From an optimization exercise on the open Yosys and OpenROAD flow, aimed at small area and a short achievable clock period; shortcuts taken in it are not production practice.
The RTL was checked by simulation tests, not by an equivalence proof against the original design.

Design ex_stage, start of the top module:
module ex_stage (
	input wire clk,
	input wire reset,
	input wire we,
	output wire [4:0] reg_probe,
	output wire [31:0] data_probe,
	output wire write_probe,
	input wire alu_s,
	input wire alu_t,
	input wire alu_op,
	input wire dst_reg,
	input wire is_link,
	input wire is_jump,
	input wire dst_jump,
	input wire [31:0] pc_jump,
	input wire [31:0] pc_next,
	input wire [31:0] data_s,
	input wire [31:0] data_t,
	input wire [31:0] data_c0,
	input wire [5:0] opcode,
	input wire [5:0] funct,
	input wire [4:0] reg_s,
	input wire [4:0] reg_t,
	input wire [4:0] reg_d,
	input wire is_branch,
	input wire mem_read,
	input wire mem_write,
	input wire mem_type,
	input wire mem_to_reg,
	input wire reg_write,
	input wire [31:0] immediate,
	output reg is_branch_out,
	output reg [31:0] pc_branch,
	output reg is_jump_out,
	output reg [31:0] pc_jump_out,
	output reg alu_zero,
	output reg mem_read_out,
	output reg mem_write_out,
	output reg mem_type_out,
	output reg mem_to_reg_out,
	output reg [31:0] alu_out,
	output reg [31:0] data_t_out,
	output reg [4:0] reg_addr,
	output reg reg_write_out
);
For scale: roughly 410 I/O pins, about 0.037 sq mm of cells after synthesis.
clock: 600.0 ns
lec_check: 0
abc_area: 1
cap_margin: 20
core_margin: 2
core_utilization: 60
cts_cluster_diameter: 50
cts_cluster_size: 10
place_density: 0.7
slew_margin: 20
standard.sh (not shown) runs the stock make flow with config.mk's settings and CLKGATE_MAP_FILE= SYNTH_SCRIPT=/design/flow/synth_recipe.tcl, a recipe that flattens the netlist after the stock synthesis.
==> flow/flow/run.sh <==
#!/bin/bash
# Standard ORFS layout (the standard.sh, unchanged synthesis) with two changes:
#  - after synthesis, every combinational cell is swapped to the smallest-area cell of
#    its own family (same function and pins, e.g. nand2_4 -> nand2_1); the placer's
#    repair_design still sizes up what slew or load limits need;
#  - the port buffers that global placement inserts use buf_1 instead of a delay-cell buffer.
set -euo pipefail
W=$PWD
R=$W/orfs/results/$FLOW_PLATFORM/ex_stage/base
bash standard.sh synth > flow_synth.log 2>&1
cat > "$W/downsize_run.tcl" <<EOT
read_db $R/1_synth.odb
source $W/flow/downsize.tcl
downsize_all
write_db $R/1_synth.odb
EOT
openroad -no_init -exit "$W/downsize_run.tcl" > downsize.log 2>&1
bash standard.sh 'BUFFER_PORTS_ARGS=-buffer_cell sky130_fd_sc_hd__buf_1' finish > flow_make.log 2>&1
==> flow/flow/downsize.tcl <==
# Swap every combinational cell to the smallest-area cell of the same family (same function,
# same pins): sky130_fd_sc_hd__<base>_<N> -> the <base>_<M> with least area. Flip-flops stay.
proc downsize_all {} {
  set db [ord::get_db]
  set masters {}
  foreach lib [$db getLibs] {
    foreach m [$lib getMasters] { lappend masters $m }
  }
  array set best {}
  foreach m $masters {
    set n [$m getName]
    if {![regexp {^(sky130_fd_sc_hd__[a-z0-9]+)_([0-9]+)$} $n -> base sz]} { continue }
    set a [expr {[$m getWidth] * [$m getHeight]}]
    if {![info exists best($base)] || $a < [lindex $best($base) 1]} { set best($base) [list $m $a] }
  }
  set n 0
  foreach inst [[ord::get_db_block] getInsts] {
    set m [$inst getMaster]
    set name [$m getName]
    if {![regexp {^(sky130_fd_sc_hd__[a-z0-9]+)_([0-9]+)$} $name -> base sz]} { continue }
    if {[regexp {df|dl|edf|sdf|tap|fill|decap|conb|clkdly|dlygate|dlymetal} $base]} { continue }
    if {![info exists best($base)]} { continue }
    set bm [lindex $best($base) 0]
    if {[$bm getName] ne $name} {
      if {[$inst swapMaster $bm]} { incr n }
    }
  }
  puts "downsize_all: swapped $n instances"
}
Then changed:
Settings changed: CTS_BUF_LIST set to sky130_fd_sc_hd__clkbuf_8, CTS_CLUSTER_DIAMETER 50 to 40, CTS_CLUSTER_SIZE 10 to 8.
Final area shrinks by 0.46%.
Clock skew is unchanged.
Via count barely changes.
Synthesized area stays the same.
Clock-buffer cell count does not change.
Routed wire length barely changes.
Then changed:
Settings changed: CORE_UTILIZATION 60 to 70, PLACE_DENSITY 0.7 to 0.8.
Global-route usage rises by 8.1 points.
Maximum frequency barely changes.
Flip-flop and latch count is unchanged.
Utilization rises by 10 points.
Final area falls slightly.
Then changed:
Settings changed: CTS_BUF_LIST sky130_fd_sc_hd__clkbuf_8 to unset, CTS_CLUSTER_DIAMETER 40 to 50, CTS_CLUSTER_SIZE 8 to 10.
Effect: The new run produced a clean layout. Routed wire length barely changes. Worst hold slack is about the same. Die area does not change. Clock skew is unchanged. Final cell count hardly moves. Count of clock-buffer cells in the layout is unchanged. Register-to-register slack is better by 0.02 ns. Critical path depth goes down by 2. Design area goes up by 0.52%. Setup slack gets worse by 0.12 ns.

ex_stage, a different RTL version from the one above (not shown whole).
Size: ~410 I/O pins, roughly 38000 µm² of cells after synthesis.
Design ex_stage, start of the top module:
module ex_stage (
	input wire clk,
	input wire reset,
	input wire we,
	output wire [4:0] reg_probe,
	output wire [31:0] data_probe,
	output wire write_probe,
	input wire alu_s,
	input wire alu_t,
	input wire alu_op,
	input wire dst_reg,
	input wire is_link,
	input wire is_jump,
	input wire dst_jump,
	input wire [31:0] pc_jump,
	input wire [31:0] pc_next,
	input wire [31:0] data_s,
	input wire [31:0] data_t,
	input wire [31:0] data_c0,
	input wire [5:0] opcode,
	input wire [5:0] funct,
	input wire [4:0] reg_s,
	input wire [4:0] reg_t,
	input wire [4:0] reg_d,
	input wire is_branch,
	input wire mem_read,
	input wire mem_write,
	input wire mem_type,
	input wire mem_to_reg,
	input wire reg_write,
	input wire [31:0] immediate,
	output reg is_branch_out,
	output reg [31:0] pc_branch,
	output reg is_jump_out,
	output reg [31:0] pc_jump_out,
	output reg alu_zero,
	output reg mem_read_out,
	output reg mem_write_out,
	output reg mem_type_out,
	output reg mem_to_reg_out,
	output reg [31:0] alu_out,
	output reg [31:0] data_t_out,
	output reg [4:0] reg_addr,
	output reg reg_write_out
);
Settings: LEC_CHECK=0, ABC_AREA=1, CAP_MARGIN=20, CORE_MARGIN=2, CORE_UTILIZATION=70, CTS_BUF_LIST=sky130_fd_sc_hd__clkbuf_8, CTS_CLUSTER_DIAMETER=50, CTS_CLUSTER_SIZE=10, GPL_TIMING_DRIVEN=0, PLACE_DENSITY=0.8, SLEW_MARGIN=20; clock period 600.0 ns.
Scripts as last shown in full above: flow/flow/run.sh, flow/flow/downsize.tcl
The baseline produced a clean layout.
Edit:
- CTS_BUF_LIST: sky130_fd_sc_hd__clkbuf_8 -> default
- GPL_TIMING_DRIVEN: 0 -> default
First-iteration DRC count drops by about a fifth.
Critical path depth climbs by 15.
Area after synthesis does not change.
Worst hold slack degrades by 0.018 ns.
Flip-flop and latch count stays the same.

-- port drivers added, routing unchanged --
The results above use ideal ports. As a check the final layouts listed here were re-extracted and re-timed, cells and wires unchanged.
Step 1 (the two cells are an assumption about what drives the block):
set clk [get_ports {clk}]
set_driving_cell -lib_cell sky130_fd_sc_hd__clkbuf_16 $clk
set_driving_cell -lib_cell sky130_fd_sc_hd__buf_2 [delete_from_list [all_inputs] $clk]
Step 2 also shifts input and output timing later by t, the mid clock arrival at the registers, as if the neighbouring blocks saw the same clock.
a / b / c = ideal / step 1 / step 2; a / b = the first two.
run | t, ns | setup slack, ns | worst register clock-pin slew, ns | worst data-port slew with drivers (ns)
the first run of note 1 | 0.540 | 258.119 / 258.080 / 258.080 | 0.08 / 0.08 | 0.19
the second run of note 1 | 0.585 | 258.145 / 258.107 / 258.107 | 0.11 / 0.11 | 0.19
the third run of note 1 | 0.601 | 257.485 / 257.456 / 257.456 | 0.11 / 0.11 | 0.22
the fourth run of note 1 | 0.543 | 257.367 / 257.341 / 257.341 | 0.08 / 0.08 | 0.22
the first run of note 2 | 0.553 | 256.715 / 256.694 / 256.694 | 0.12 / 0.12 | 0.16
the second run of note 2 | 0.502 | 263.216 / 263.190 / 263.190 | 0.09 / 0.09 | 0.10
After both steps every run listed still meets setup and hold. For the first run of note 1, which loses most, drivers alone change the setup slack by -0.039 ns; drivers and shift together by -0.039 ns.
